This is an optimization exercise on Yosys and OpenROAD, whose aim is small area and a short achievable clock period, not a production implementation. RTL that was checked went through simulation tests only; none was proved equivalent to the original. Power figures rest on the tool's default switching activity, not on a simulated workload.

==> flow/design.v (excerpt) <==
module mult_top(
    input clk,
    input  [15:0] x,
    input  [15:0] y,
    output [31:0] p_out
    );
    wire [2:0] on0, tw0, ng0;
    genvar g;
    generate for (g = 0; g < 3; g = g + 1) begin : benc
        wire b2 = x[11+2*g], b1 = x[10+2*g], b0 = x[9+2*g];
        assign on0[g] = b1 ^ b0;
        assign tw0[g] = (b2 ^ b1) & ~(b1 ^ b0);
        assign ng0[g] = b2 & ~(b1 & b0);           
    end endgenerate
    wire sx0 = x[9];
    wire [9:0] ax = x[9:0] ^ {10{sx0}};
    wire l3 = ax[8], l2 = ax[7], l1 = ax[6], l0 = |ax[5:0];
    wire h80 = l3, h70 = ~l3 & l2, h60 = ~l3 & ~l2 & l1, h00 = ~l3 & ~l2 & ~l1 & l0;
    wire [8:0] x20 = {ax[8] & ~h80, ax[7] & ~h70, ax[6] & ~h60, ax[5:1], ax[0] & ~h00};
    wire ps = x[9] ^ y[15];
    wire [15:0] ya = y ^ {16{y[15]}};
    wire zy = ~(ya[14] | ya[13] | ya[12]);
    wire [9:0] xs = zy ? 10'd0 : ({1'b0, x20} ^ {10{ps}});
    wire [12:0] oa0 = ya[14] ? {xs[9], xs, 2'b0} : ya[13] ? {{2{xs[9]}}, xs, 1'b0} : {{3{xs[9]}}, xs};
    reg [15:0] y1; reg [2:0] on, tw, ng; reg sx, h8, h7, h6, h0; reg [12:0] oa1;
    always @(posedge clk) begin
  ...
Size: roughly 670 cells after synthesis, roughly 65 I/O pins.
clock: 5.0 ns
lec_check: 0
cap_margin: 20
core_margin: 2
core_utilization: 40
setup_slack_margin: 1.5
slew_margin: 20
run.sh (not shown) runs the stock make flow with config.mk's settings and CLKGATE_MAP_FILE= SYNTH_SCRIPT=/design/flow/synth_recipe.tcl, a recipe that flattens the netlist after the stock synthesis.
The first run produced a clean layout.
Edit:
==> flow/flow/run.sh (new file) <==
#!/bin/bash
# The standard layout; the only change is the port buffer cell (buf_1 instead of the default).
set -euo pipefail
export BUFFER_PORTS_ARGS="-buffer_cell sky130_fd_sc_hd__buf_1"
bash standard.sh > standard.log 2>&1
==> flow/standard.sh (new file) <==
#!/bin/bash
# synth_recipe.tcl (not shown) runs the flow's synth.tcl, then flattens the netlist and writes it again
# the make line also repeats each setting of config.mk as NAME=value (left out here)
make -C /OpenROAD-flow-scripts/flow DESIGN_CONFIG=/design/flow/config.mk WORK_HOME=/design/flow/orfs CLKGATE_MAP_FILE= SYNTH_SCRIPT=/design/flow/synth_recipe.tcl "${@:-finish}"
removed: flow/run.sh
What happened: The new run produced a clean layout. Clock skew is about the same. Routed wire length went up by 1.0%. Fmax is about the same. Area after synthesis is unchanged. Worst setup slack degrades by 0.0091 ns. Cell area fell by 4.4%. Synthesized cell count does not change. Critical path depth went up by 1. Utilization went down by 2.4 points. Clock-buffer cell count stays the same.
No run of this note included a check of the RTL's function; only the layout flow was run.

========
## v6
Another version of the RTL of mult_top (not shown whole).
Size in the first run: about 670 cells after synthesis, roughly 65 I/O pins, ~0.0063 sq mm of cells after synthesis.
clock: 5.0 ns
lec_check: 0
cap_margin: 20
core_margin: 2
core_utilization: 60
setup_slack_margin: 1.85
slew_margin: 20
standard.sh (not shown) runs the stock make flow with config.mk's settings and CLKGATE_MAP_FILE= SYNTH_SCRIPT=/design/flow/synth_recipe.tcl, a recipe that flattens the netlist after the stock synthesis.
==> flow/flow/run.sh <==
#!/bin/bash
# The standard layout; the only change is the port buffer cell (buf_1 instead of the default).
set -euo pipefail
export BUFFER_PORTS_ARGS="-buffer_cell sky130_fd_sc_hd__buf_1"
bash standard.sh > standard.log 2>&1
The inputs of v19 differ from those of v6 as listed below.
Settings: SETUP_SLACK_MARGIN: 1.85 -> 1.75; PLACE_DENSITY: unset -> 0.8.
[summary]
Against v6, v19 comes in 0.011 nW lower on reported leakage power.
v19: via count about 1.9% above v6
Between v6 and v19, worst setup slack is higher for v6, v19 comes in under that.
v19 ends up with a post-synthesis to final-layout area growth that is 0.64 points lower than in v6.
## Diff of input files: v41 against v19
Settings: a deleted PLACE_DENSITY that had been 0.8; a change of SETUP_SLACK_MARGIN from 1.75 to 1.7.
Results
In v41 relative to v19, placer's final routability congestion estimate had gone down by a little under 10%.
Any difference in area taken by flip-flops and latches between v19 and v41 is small enough to ignore.
Of v19 and v41, the lower total via count in the routed design belongs to v41.
Diff v19 -> v41: buffering stage count on the worst path with inverters included went down by 1, clock skew has increased, highest cell delay on the worst timing path went down 0.73 ns, clock buffer count in the final layout went up 1.
First-pass GRT wire length went down slightly going from v19 to v41.
Taking v19 as the reference, in v41 area after synthesis now sits at about the same level, maximum clock frequency lower.

========
wip/yarrow:
Another version of the RTL of mult_top (not shown whole).
Size in the first run: ~640 cells after synthesis, ~81 flip-flops, roughly 65 I/O pins, ~0.0060 sq mm of cells after synthesis.
## mult_top
module mult_top(
    input clk,
    input  [15:0] x,
    input  [15:0] y,
    output [31:0] p_out
    );
export LEC_CHECK = 0
export CAP_MARGIN = 20
export CORE_MARGIN = 2
export CORE_UTILIZATION = 40
export SETUP_SLACK_MARGIN = 1.0
export SLEW_MARGIN = 20
create_clock -name core_clock -period 5.0 [get_ports {clk}]
Scripts as last shown in full above: flow/flow/run.sh
Input changes introduced in wip/quartz (baseline for comparison: wip/yarrow):
Settings: changing CORE_UTILIZATION from 40 to 75.
==> results.txt <==
- wip/quartz: instance count after placement with tap cells included is 82 lower than what wip/yarrow reported.
- The power number comes out higher for wip/quartz vs wip/yarrow.
- wip/yarrow has lower clock skew than wip/quartz.
Input changes introduced in wip/pepper (baseline for comparison: wip/quartz):
Settings: changing SETUP_SLACK_MARGIN from 1.0 to 2.0; changing CORE_UTILIZATION from 75 to 40.
[summary]
- Effective utilization at floorplan in wip/pepper is 36 points below wip/quartz.
- wip/pepper does better than wip/quartz on maximum vdd ir drop.
- Relative to wip/quartz, final net count increased by 23 in wip/pepper.
- On wip/pepper: global-route usage is 16 points lower than what wip/quartz gave.
- Summary of wip/pepper over wip/quartz: final hold slack now sits lower, fraction of final layout cells with drive strength greater than 1 saw an increase, clock share of power went up by 1.3 points.
What wip/maple does differently from wip/pepper at the input level:
Settings: changing CORE_UTILIZATION from 40 to 60; changing SETUP_SLACK_MARGIN from 2.0 to 1.3.
==> comparison <==
The setup slack of wip/maple is larger than that of wip/pepper.
[compare] base=wip/pepper new=wip/maple: area taken by flip-flops and latches did not really move; met3 layer usage reported by global route went up; critical path depth went down; multi-input combinational area share went up.
Per the comparison of wip/maple with wip/pepper, initial standard-cell utilization of the core moved up; global-route usage shows an increase of 8.3 points; placed instance count fell about 6%; maximum clock frequency picked up an extra 0.83%; non-clock buffer count went down by 9.7%.
Final-layout worst hold slack in wip/maple is 0.016 ns above wip/pepper.
Relative to wip/maple, the following input files were edited for wip/xenon:
Settings: a change of SETUP_SLACK_MARGIN from 1.3 to 0.5; a change of CORE_UTILIZATION from 60 to 40.
## What came out
- Lower part of the total power dissipated in combinational logic was reported by wip/xenon, not wip/maple.
- wip/maple has higher worst setup slack after layout than wip/xenon.
- From wip/maple to wip/xenon the numbers moved as follows: total power now smaller, data required time of the critical path moved up, final critical delay including setup and external delays higher.
- Going from wip/maple to wip/xenon, non-clock inverter instance count of the final layout held; layout overhead on the synthesized area dropped 5.0 points; die area rose about 50%.
- Looking at classification of the worst setup path, the reg -> out result is from wip/maple; the reg -> reg one comes from wip/xenon.

========
== exp/quartz ==
Starting RTL as in the previous note.
==> flow/config.mk <==
export PLATFORM = sky130hd
export DESIGN_NAME = mult_top
export DESIGN_NICKNAME = mult_top
export VERILOG_FILES = /design/flow/design.v
export SDC_FILE = /design/flow/constraint.sdc
export NUM_CORES = 4
export LEC_CHECK = 0
export CAP_MARGIN = 20
export CORE_MARGIN = 2
export CORE_UTILIZATION = 60
export CTS_BUF_LIST = sky130_fd_sc_hd__clkbuf_8
export CTS_CLUSTER_DIAMETER = 150
export CTS_CLUSTER_SIZE = 40
export SETUP_SLACK_MARGIN = 1.0
export SLEW_MARGIN = 20
==> flow/constraint.sdc <==
create_clock -name core_clock -period 5.0 [get_ports {clk}]
set_input_delay 1.0000 -clock core_clock [delete_from_list [all_inputs] [get_ports {clk}]]
set_output_delay 1.0000 -clock core_clock [all_outputs]
set_load 0.01 [all_outputs]
Scripts as last shown in full above: flow/flow/run.sh
--- input diff exp/quartz..exp/violet ---
-- flow/config.mk --
<<< exp/quartz, line 9
export CORE_MARGIN = 2
export CORE_UTILIZATION = 60
export CTS_BUF_LIST = sky130_fd_sc_hd__clkbuf_8
export CTS_CLUSTER_DIAMETER = 150
export CTS_CLUSTER_SIZE = 40
export SETUP_SLACK_MARGIN = 1.0
export SLEW_MARGIN = 20
>>> exp/violet, line 9
export CORE_MARGIN = 2
export CORE_UTILIZATION = 40
export SETUP_SLACK_MARGIN = 0
export SLEW_MARGIN = 20
### Flow results
- exp/violet: flow completed, timing, DRC and antenna clean
- exp/violet vs. exp/quartz: register-to-register setup slack decreased 0.39 ns; proportion of cell area occupied by registers fell 0.49 points.
- Diff exp/violet and exp/quartz: area of the die higher in exp/violet
The inputs of exp/maple differ from those of exp/violet as listed below.
-- flow/config.mk --
<<< exp/violet, line 7
export LEC_CHECK = 0
export CAP_MARGIN = 20
export CORE_MARGIN = 2
export CORE_UTILIZATION = 40
export SETUP_SLACK_MARGIN = 0
export SLEW_MARGIN = 20
>>> exp/maple, line 7
export LEC_CHECK = 0
export ABC_AREA = 1
export CAP_MARGIN = 20
export CORE_MARGIN = 2
export CORE_UTILIZATION = 60
export CTS_BUF_LIST = sky130_fd_sc_hd__clkbuf_4 sky130_fd_sc_hd__clkbuf_8
export SETUP_SLACK_MARGIN = 1.0
export SLEW_MARGIN = 20
The final layout from exp/maple, which completed every stage, passed the timing, DRC and antenna checks at the end of the flow.
Compared with exp/violet, in exp/maple count of plain and timing-repair buffers increased by 1.4% relative to the old numbers, share of total power in the clock network decreased by 4.8 points relative to the old numbers, total power +about 4%, summed area of non-filler cells in the final layout held, filler cell count shows a reduction of 45%.
Relative to exp/maple, the following input files were edited for exp/raven:
-- flow/config.mk --
<<< exp/maple, line 7
export LEC_CHECK = 0
export ABC_AREA = 1
export CAP_MARGIN = 20
export CORE_MARGIN = 2
export CORE_UTILIZATION = 60
export CTS_BUF_LIST = sky130_fd_sc_hd__clkbuf_4 sky130_fd_sc_hd__clkbuf_8
>>> exp/raven, line 7
export LEC_CHECK = 0
export CAP_MARGIN = 20
export CORE_MARGIN = 2
export CORE_UTILIZATION = 40
export CTS_BUF_LIST = sky130_fd_sc_hd__clkbuf_4 sky130_fd_sc_hd__clkbuf_8
Between exp/raven and exp/maple, it is exp/raven whose critical path depth is lower, by 2. Fraction of power consumed by combinational cells was higher in the run labelled exp/maple. The wire length of the first global-routing pass was comparable across exp/raven and exp/maple. Going from exp/maple to exp/raven, final period utilization went down 1.2 points; clock share of power now larger. Minimum clock period after layout in exp/raven vs exp/maple: down 0.059 ns. On area overhead of the layout relative to synthesis, the lower figure sits with exp/raven, not exp/maple. | estimated wirelength of the detail-placed design | exp/raven vs exp/maple | about 5.4% lower |. Comparing exp/raven and exp/maple, met2 usage in global routing is lower on exp/raven. Compared with exp/maple, exp/raven shows met1 track demand over resource lower by 13 points. Slew at the pin closest to its max-slew limit ends up lower on exp/raven.
### exp/raven -> exp/indigo
-- flow/config.mk --
<<< exp/raven, line 9
export CORE_MARGIN = 2
export CORE_UTILIZATION = 40
export CTS_BUF_LIST = sky130_fd_sc_hd__clkbuf_4 sky130_fd_sc_hd__clkbuf_8
>>> exp/indigo, line 9
export CORE_MARGIN = 2
export CORE_UTILIZATION = 60
export CTS_BUF_LIST = sky130_fd_sc_hd__clkbuf_4 sky130_fd_sc_hd__clkbuf_8
--- outcome ---
Power: exp/indigo draws more than exp/raven
Delta (exp/indigo minus exp/raven): register-to-register slack now sits at about the same level, total number of vias now sits higher, power density over the cells now sits higher.
Compared with exp/raven, in exp/indigo final critical-path share of the clock period fell by 0.79 points; sequential cell area held; site row count fell 8.
exp/indigo supports a higher top clock frequency than exp/raven.
Final routed wire length divided by cell count, exp/indigo and exp/raven: smaller value in exp/raven
From exp/raven to exp/indigo the numbers moved as follows: flip-flop and latch count closely matched the old numbers; total wire length increased by 280 um relative to the old numbers.

[separate check: timing with driven ports]
How much do the figures lean on ideal ports? The routed layouts below were timed once more, with nothing changed but the port constraints. Step 1 (the two cells are an assumption about what drives the block):
set clk [get_ports {clk}]
set_driving_cell -lib_cell sky130_fd_sc_hd__clkbuf_16 $clk
set_driving_cell -lib_cell sky130_fd_sc_hd__buf_2 [delete_from_list [all_inputs] $clk]
Step 2 times the ports against the registers' clock, not the clock port: input delays grow and output delays shrink by t, the midpoint of the rising clock arrivals with the driver on. Three values: ideal, step 1, step 2; two values: the first two.
run | t, ns | setup slack, ns | hold WS [ns] | worst setup path after step 2 | clock arrival spread, ns
the first run of note 1 | 0.385 | 1.258 / 1.258 / 1.258 | 0.637 / 0.637 / 0.637 | register to register | 0.008 / 0.009
the second run of note 1 | 0.391 | 1.249 / 1.249 / 1.249 | 0.596 / 0.596 / 0.596 | register to register | 0.010 / 0.010
v6 | 0.398 | 1.847 / 1.812 / 1.958 | 0.654 / 0.654 / 0.654 | register to register | 0.012 / 0.012
v19 | 0.394 | 1.842 / 1.841 / 1.842 | 0.718 / 0.708 / 0.768 | register to register | 0.008 / 0.008
v41 | 0.400 | 1.790 / 1.756 / 1.852 | 0.711 / 0.699 / 0.761 | register to register | 0.013 / 0.013
wip/yarrow | 0.383 | 1.155 / 1.117 / 1.172 | 0.612 / 0.612 / 0.612 | register to register | 0.009 / 0.009
wip/quartz | 0.401 | 1.134 / 1.101 / 1.155 | 0.610 / 0.610 / 0.610 | register to register | 0.018 / 0.017
wip/pepper | 0.388 | 1.240 / 1.196 / 1.358 | 0.595 / 0.595 / 0.595 | register to register | 0.010 / 0.010
wip/maple | 0.396 | 1.271 / 1.237 / 1.384 | 0.611 / 0.611 / 0.611 | register to register | 0.014 / 0.014
wip/xenon | 0.383 | 0.815 / 0.800 / 0.815 | 0.730 / 0.726 / 0.730 | register to register | 0.009 / 0.009
exp/quartz | 0.398 | 1.162 / 1.128 / 1.208 | 0.616 / 0.616 / 0.616 | register to register | 0.011 / 0.011
exp/violet | 0.383 | 0.815 / 0.800 / 0.815 | 0.730 / 0.726 / 0.730 | register to register | 0.009 / 0.009
exp/maple | 0.388 | 1.063 / 1.028 / 1.159 | 0.504 / 0.504 / 0.504 | register to register | 0.019 / 0.019
exp/raven | 0.409 | 1.122 / 1.088 / 1.200 | 0.615 / 0.615 / 0.615 | register to register | 0.015 / 0.015
exp/indigo | 0.398 | 1.162 / 1.128 / 1.208 | 0.616 / 0.616 / 0.616 | register to register | 0.011 / 0.011
After both steps setup and hold are still met in every run listed.
